Context: an optimization exercise on an open-source flow, tuned for small area and a short achievable clock period. The choices shown serve that exercise and are no tape-out recipe.
At most, simulation tests tie the RTL to the original design; equivalence was not proved.
The clock port is modelled as an ideal driver; clocking choices that lean on that would not hold on a real chip.
No activity file was given, so power comes from the tool's default toggle rates.

run A:
==> flow/design.v (excerpt) <==
module FP16_add #(
    parameter C0 = 0,    
    parameter C1 = 1,    
    parameter C2 = 1,    
    parameter C3 = 1,    
    parameter C4 = 1,    
    parameter C5 = 1     
)(
    input wire [15:0]data1,
    input wire [15:0]data2,
    input wire clk,
    input wire rst,
    input wire input_valid,
    output reg [15:0]data_o,
    output reg output_update
    );
    localparam NS = C0 + C1 + C2 + C3 + C4 + C5;
    reg [NS-1:0] vld;
    always @(posedge clk or posedge rst) begin
        if (rst) vld <= {NS{1'b0}};
        else     vld <= {vld[NS-2:0], input_valid};
    end
    always @(*) output_update = vld[NS-1];
    wire [15:0] a, b;
    generate if (C0) begin : g0
        reg [15:0] ra, rb;
        always @(posedge clk) begin ra <= data1; rb <= data2; end
        assign a = ra; assign b = rb;
    end else begin : p0
        assign a = data1; assign b = data2;
    end endgenerate
    wire [4:0] ea = a[14:10], eb = b[14:10];
    wire ovf_0 = (&a) | (&b);                  
    wire gt_0 = a[14:0] > b[14:0];             
    wire egt = ea > eb;
    wire [4:0] dab = ea - eb, dba = eb - ea;
    wire [4:0] d = egt ? dab : dba;            
    wire [4:0] eh_0 = egt ? ea : eb;           
    wire eq0 = ~(|ea) & ~(|eb);
    wire drop_0 = (~eq0 & ~((|ea) & (|eb))) | (d > 5'd12);
    wire [9:0] fa_1, fb_1; wire gt_1, sa_1, sb_1, drop_1, ovf_1; wire [3:0] sh_1; wire [4:0] eh_1;
    generate if (C1) begin : g1
  ...
Size in the first run: about 630 cells after synthesis, ~52 I/O pins, ~6400 sq um of cells after synthesis.
Settings: LEC_CHECK=0, ABC_AREA=0, ABC_CLOCK_PERIOD_IN_PS=2000, CAP_MARGIN=20, CORE_MARGIN=2, CORE_UTILIZATION=40, PLACE_DENSITY=0.6, SETUP_SLACK_MARGIN=1.8, SLEW_MARGIN=20; clock period 4.0 ns.
standard.sh (not shown) runs the stock make flow with config.mk's settings and CLKGATE_MAP_FILE= SYNTH_SCRIPT=/design/flow/synth_recipe.tcl, a recipe that flattens the netlist after the stock synthesis.
==> flow/flow/run.sh <==
#!/bin/bash
# Standard ORFS layout (the standard.sh) with two changes:
#  - port buffers use the smallest buffer cell instead of the delay cell
#    that buffer_ports picks by default;
#  - clock tree built from clkbuf_4 cells, without dummy loads.
set -euo pipefail
export BUFFER_PORTS_ARGS="-buffer_cell sky130_fd_sc_hd__buf_1"
export CTS_ARGS="-sink_clustering_enable -repair_clock_nets -buf_list sky130_fd_sc_hd__clkbuf_4 -dont_use_dummy_load"
bash standard.sh finish > standard_flow.log 2>&1
No stage failed in run A, and the final checks on the layout all came back clean.
diff inputs: run A => run B
Settings: a deleted ABC_CLOCK_PERIOD_IN_PS that had been 2000; a change of ABC_AREA from 0 to 1.
==> comparison <==
NOTE: number of cells in the design after placement in run B exceeds that of run A
The standard cell with the maximum stage delay on the critical path comes out a311o_1 in one run and dfxtp_2 in the other, namely in run A and run B respectively.
When the final numbers for run A and run B were put side by side, the met2 routed wirelength turned out to be greater in run A.
Critical path depth in cells (run B over run A): increase, 2
Against run A, run B comes in 0.16 points higher on adder-cell share of the synthesized area.
Summary — post-route total power, run B relative to run A: lower, by 4.3%.
Min proportion of power drawn by combinational gates across run A and run B: run A
Final standard cell area without fillers was higher in the run labelled run A.
Run B ends up with lower area added between synthesis and finish than run A does.
diff inputs: run B => run C
Settings: PLACE_DENSITY now 0.65, was 0.6; CORE_UTILIZATION now 50, was 40; SETUP_SLACK_MARGIN now 2.0, was 1.8.
## What came out
Run C was carried through to the last stage, and its layout satisfied the timing, DRC and antenna checks. In the metrics for run C and run B, the one carrying the lower clock power is run B. [compare] base=run B new=run C: area of the die saw a decrease; post-layout minimum cycle time saw a decrease.
No run of this note included a check of the RTL's function; only the layout flow was run.

* * *

Another version of the RTL of FP16_add (not shown whole).
Size in the first run: about 890 cells after synthesis, ~130 flip-flops, about 52 I/O pins, roughly 6300 um^2 of cells after synthesis.
clock: 4.0 ns
lec_check: 0
abc_area: 1
cap_margin: 20
core_margin: 2
core_utilization: 40
gpl_routability_driven: 0
gpl_timing_driven: 0
place_density: 0.6
setup_slack_margin: 2.2
slew_margin: 20
tns_end_percent: 0
==> flow/flow/run.sh <==
#!/bin/bash
# Standard ORFS layout (the standard.sh) with these changes:
#  - synthesis leaves adders to ABC instead of mapping them onto the
#    library's ripple full/half-adder cells (ADDER_MAP_FILE left empty);
#    registers are mapped exactly as in the standard synthesis;
#  - port buffers use the smallest buffer cell instead of the delay cell
#    that buffer_ports picks by default;
#  - the clock tree is built from clkbuf_4 cells, without dummy loads;
#  - after CTS, flow/post_cts.tcl upsizes to clkbuf_8 the clock buffers
#    whose flip-flop clock pins see a slow slew.
# Each tool's full output stays in orfs/logs; make's output goes to
# standard_flow.log.
set -euo pipefail
export BUFFER_PORTS_ARGS="-buffer_cell sky130_fd_sc_hd__buf_1"
export CTS_ARGS="-sink_clustering_enable -repair_clock_nets -buf_list sky130_fd_sc_hd__clkbuf_4 -dont_use_dummy_load"
export POST_CTS_TCL="$PWD/flow/post_cts.tcl"
bash standard.sh ADDER_MAP_FILE= finish > standard_flow.log 2>&1
==> flow/flow/post_cts.tcl <==
estimate_parasitics -placement
set my_up [dict create]
foreach pin [all_registers -clock_pins -edge_triggered] {
  set worst 0
  foreach edge {rise fall} {
    foreach an {min max} {
      set s [expr {[sta::time_ui_sta [get_property $pin slew_${an}_$edge]] * 1e12}]
      if {$s > $worst} { set worst $s }
    }
  }
  if {$worst > 100} {
    set net [get_nets -of_objects $pin]
    foreach drv [get_pins -of_objects $net -filter "direction==output"] {
      set inst [get_cells -of_objects $drv]
      if {[get_property $inst ref_name] eq "sky130_fd_sc_hd__clkbuf_4"} {
        dict set my_up [get_full_name $inst] 1
      }
    }
  }
}
foreach name [dict keys $my_up] {
  replace_cell [get_cells $name] sky130_fd_sc_hd__clkbuf_8
}
puts "post_cts: upsized [dict size $my_up] clock buffers"
if {[dict size $my_up] > 0} {
  detailed_placement
  check_placement -verbose
  estimate_parasitics -placement
}
The starting point ran to the end with no violations.
==> next run, changes <==
==> flow/flow/run.sh (replaced) <==
#!/bin/bash
# Standard ORFS layout (the standard.sh) with two changes:
#  - port buffers use the smallest buffer cell instead of the delay cell
#    that buffer_ports picks by default;
#  - clock tree built from clkbuf_4 cells, without dummy loads.
set -euo pipefail
export BUFFER_PORTS_ARGS="-buffer_cell sky130_fd_sc_hd__buf_1"
export CTS_ARGS="-sink_clustering_enable -repair_clock_nets -buf_list sky130_fd_sc_hd__clkbuf_4 -dont_use_dummy_load"
bash standard.sh finish > standard_flow.log 2>&1
Settings changed: GPL_ROUTABILITY_DRIVEN 0 to default, GPL_TIMING_DRIVEN 0 to default, SETUP_SLACK_MARGIN 2.2 to 1.8, TNS_END_PERCENT 0 to default.
removed: flow/flow/post_cts.tcl
After rerunning:
- total power is higher slightly
- routed wire length falls by a few percent
- design area came out lower slightly
- first-iteration DRC count came out lower by a few percent
- area after synthesis is about the same
- sequential power grows by a few percent
- count of clock-buffer cells in the layout does not change
- worst setup slack gets worse by 0.24 ns
- via count is lower by roughly a tenth
- hold slack gains 0.051 ns
- sequential share of layout area goes up by 0.36 points
==> next run, changes <==
--- a/flow/flow/run.sh
+++ b/flow/flow/run.sh
@@ -2 +2,4 @@
-# Standard ORFS layout (the standard.sh) with two changes:
+# Standard ORFS layout (the standard.sh) with these changes:
+#  - synthesis leaves adders to ABC instead of mapping them onto the
+#    library's ripple full/half-adder cells (ADDER_MAP_FILE left empty);
+#    registers are mapped exactly as in the standard synthesis;
@@ -5 +8,5 @@
-#  - clock tree built from clkbuf_4 cells, without dummy loads.
+#  - the clock tree is built from clkbuf_4 cells, without dummy loads;
+#  - after CTS, flow/post_cts.tcl upsizes to clkbuf_8 the clock buffers
+#    whose flip-flop clock pins see a slow slew.
+# Each tool's full output stays in orfs/logs; make's output goes to
+# standard_flow.log.
@@ -9 +16,2 @@
-bash standard.sh finish > standard_flow.log 2>&1
+export POST_CTS_TCL="$PWD/flow/post_cts.tcl"
+bash standard.sh ADDER_MAP_FILE= finish > standard_flow.log 2>&1
==> flow/flow/post_cts.tcl (new file) <==
estimate_parasitics -placement
set my_up [dict create]
foreach pin [all_registers -clock_pins -edge_triggered] {
  set worst 0
  foreach edge {rise fall} {
    foreach an {min max} {
      set s [expr {[sta::time_ui_sta [get_property $pin slew_${an}_$edge]] * 1e12}]
      if {$s > $worst} { set worst $s }
    }
  }
  if {$worst > 100} {
    set net [get_nets -of_objects $pin]
    foreach drv [get_pins -of_objects $net -filter "direction==output"] {
      set inst [get_cells -of_objects $drv]
      if {[get_property $inst ref_name] eq "sky130_fd_sc_hd__clkbuf_4"} {
        dict set my_up [get_full_name $inst] 1
      }
    }
  }
}
foreach name [dict keys $my_up] {
  replace_cell [get_cells $name] sky130_fd_sc_hd__clkbuf_8
}
puts "post_cts: upsized [dict size $my_up] clock buffers"
if {[dict size $my_up] > 0} {
  detailed_placement
  check_placement -verbose
  estimate_parasitics -placement
}
Settings changed: SETUP_SLACK_MARGIN 1.8 to 2.4, TNS_END_PERCENT from default to 0.
After rerunning:
- The new run finished with timing, DRC and antenna clean
- first-iteration DRC count went up by well over a third
- critical path depth went down by 11
- final cell count went up by roughly a tenth
- utilization went up by 0.49 points
- via count went up by roughly a tenth
- die area barely changes
- wire length went up by a few percent
==> next run, changes <==
--- a/flow/flow/run.sh
+++ b/flow/flow/run.sh
@@ -8 +8,2 @@
-#  - the clock tree is built from clkbuf_4 cells, without dummy loads;
+#  - the clock tree is built from clkbuf_4 cells below a clkbuf_8 root,
+#    without dummy loads;
@@ -15 +16 @@
-export CTS_ARGS="-sink_clustering_enable -repair_clock_nets -buf_list sky130_fd_sc_hd__clkbuf_4 -dont_use_dummy_load"
+export CTS_ARGS="-sink_clustering_enable -repair_clock_nets -buf_list sky130_fd_sc_hd__clkbuf_4 -root_buf sky130_fd_sc_hd__clkbuf_8 -dont_use_dummy_load"
Result: Area after synthesis does not change; global-route usage increases by 0.85 points; clock power increases by about 1%; count of clock-buffer cells in the layout does not change; die area stays the same; cell area increases by 7.9%.

## static timing again, ports no longer ideal
No port has a modelled driver above. Below, the same layouts with a new extraction and two added sets of constraints.
Step 1 (the two cells are an assumption about what drives the block):
set clk [get_ports {clk}]
set_driving_cell -lib_cell sky130_fd_sc_hd__clkbuf_16 $clk
set_driving_cell -lib_cell sky130_fd_sc_hd__buf_2 [delete_from_list [all_inputs] $clk]
Step 2, shift: input delay + t, output delay - t, t = (earliest + latest rising clock arrival at the registers) / 2. This alone moves slack from input paths to output paths.
a / b / c = ideal ports / drivers / drivers and shift; a / b = the first two.
run	t, ns	setup slack, ns	worst setup path at the end	slew at the worst register clock pin (ns)
run A	0.530	1.698 / 1.706 / 1.176	input to register	0.12 / 0.12
run B	0.522	1.889 / 1.889 / 1.474	input to register	0.10 / 0.10
run C	0.540	2.030 / 2.030 / 1.510	input to register	0.10 / 0.10
the first run of note 2	0.582	2.176 / 2.141 / 1.778	input to register	0.09 / 0.09
the second run of note 2	0.526	1.940 / 1.940 / 1.450	input to register	0.12 / 0.12
the third run of note 2	0.544	2.195 / 2.159 / 1.744	input to register	0.09 / 0.09
the fourth run of note 2	0.435	2.284 / 2.272 / 1.866	input to register	0.09 / 0.09
After both steps every run listed still meets setup and hold. The setup slack of run A, which loses most, moves by +0.008 ns with the drivers and by -0.522 ns with both steps.
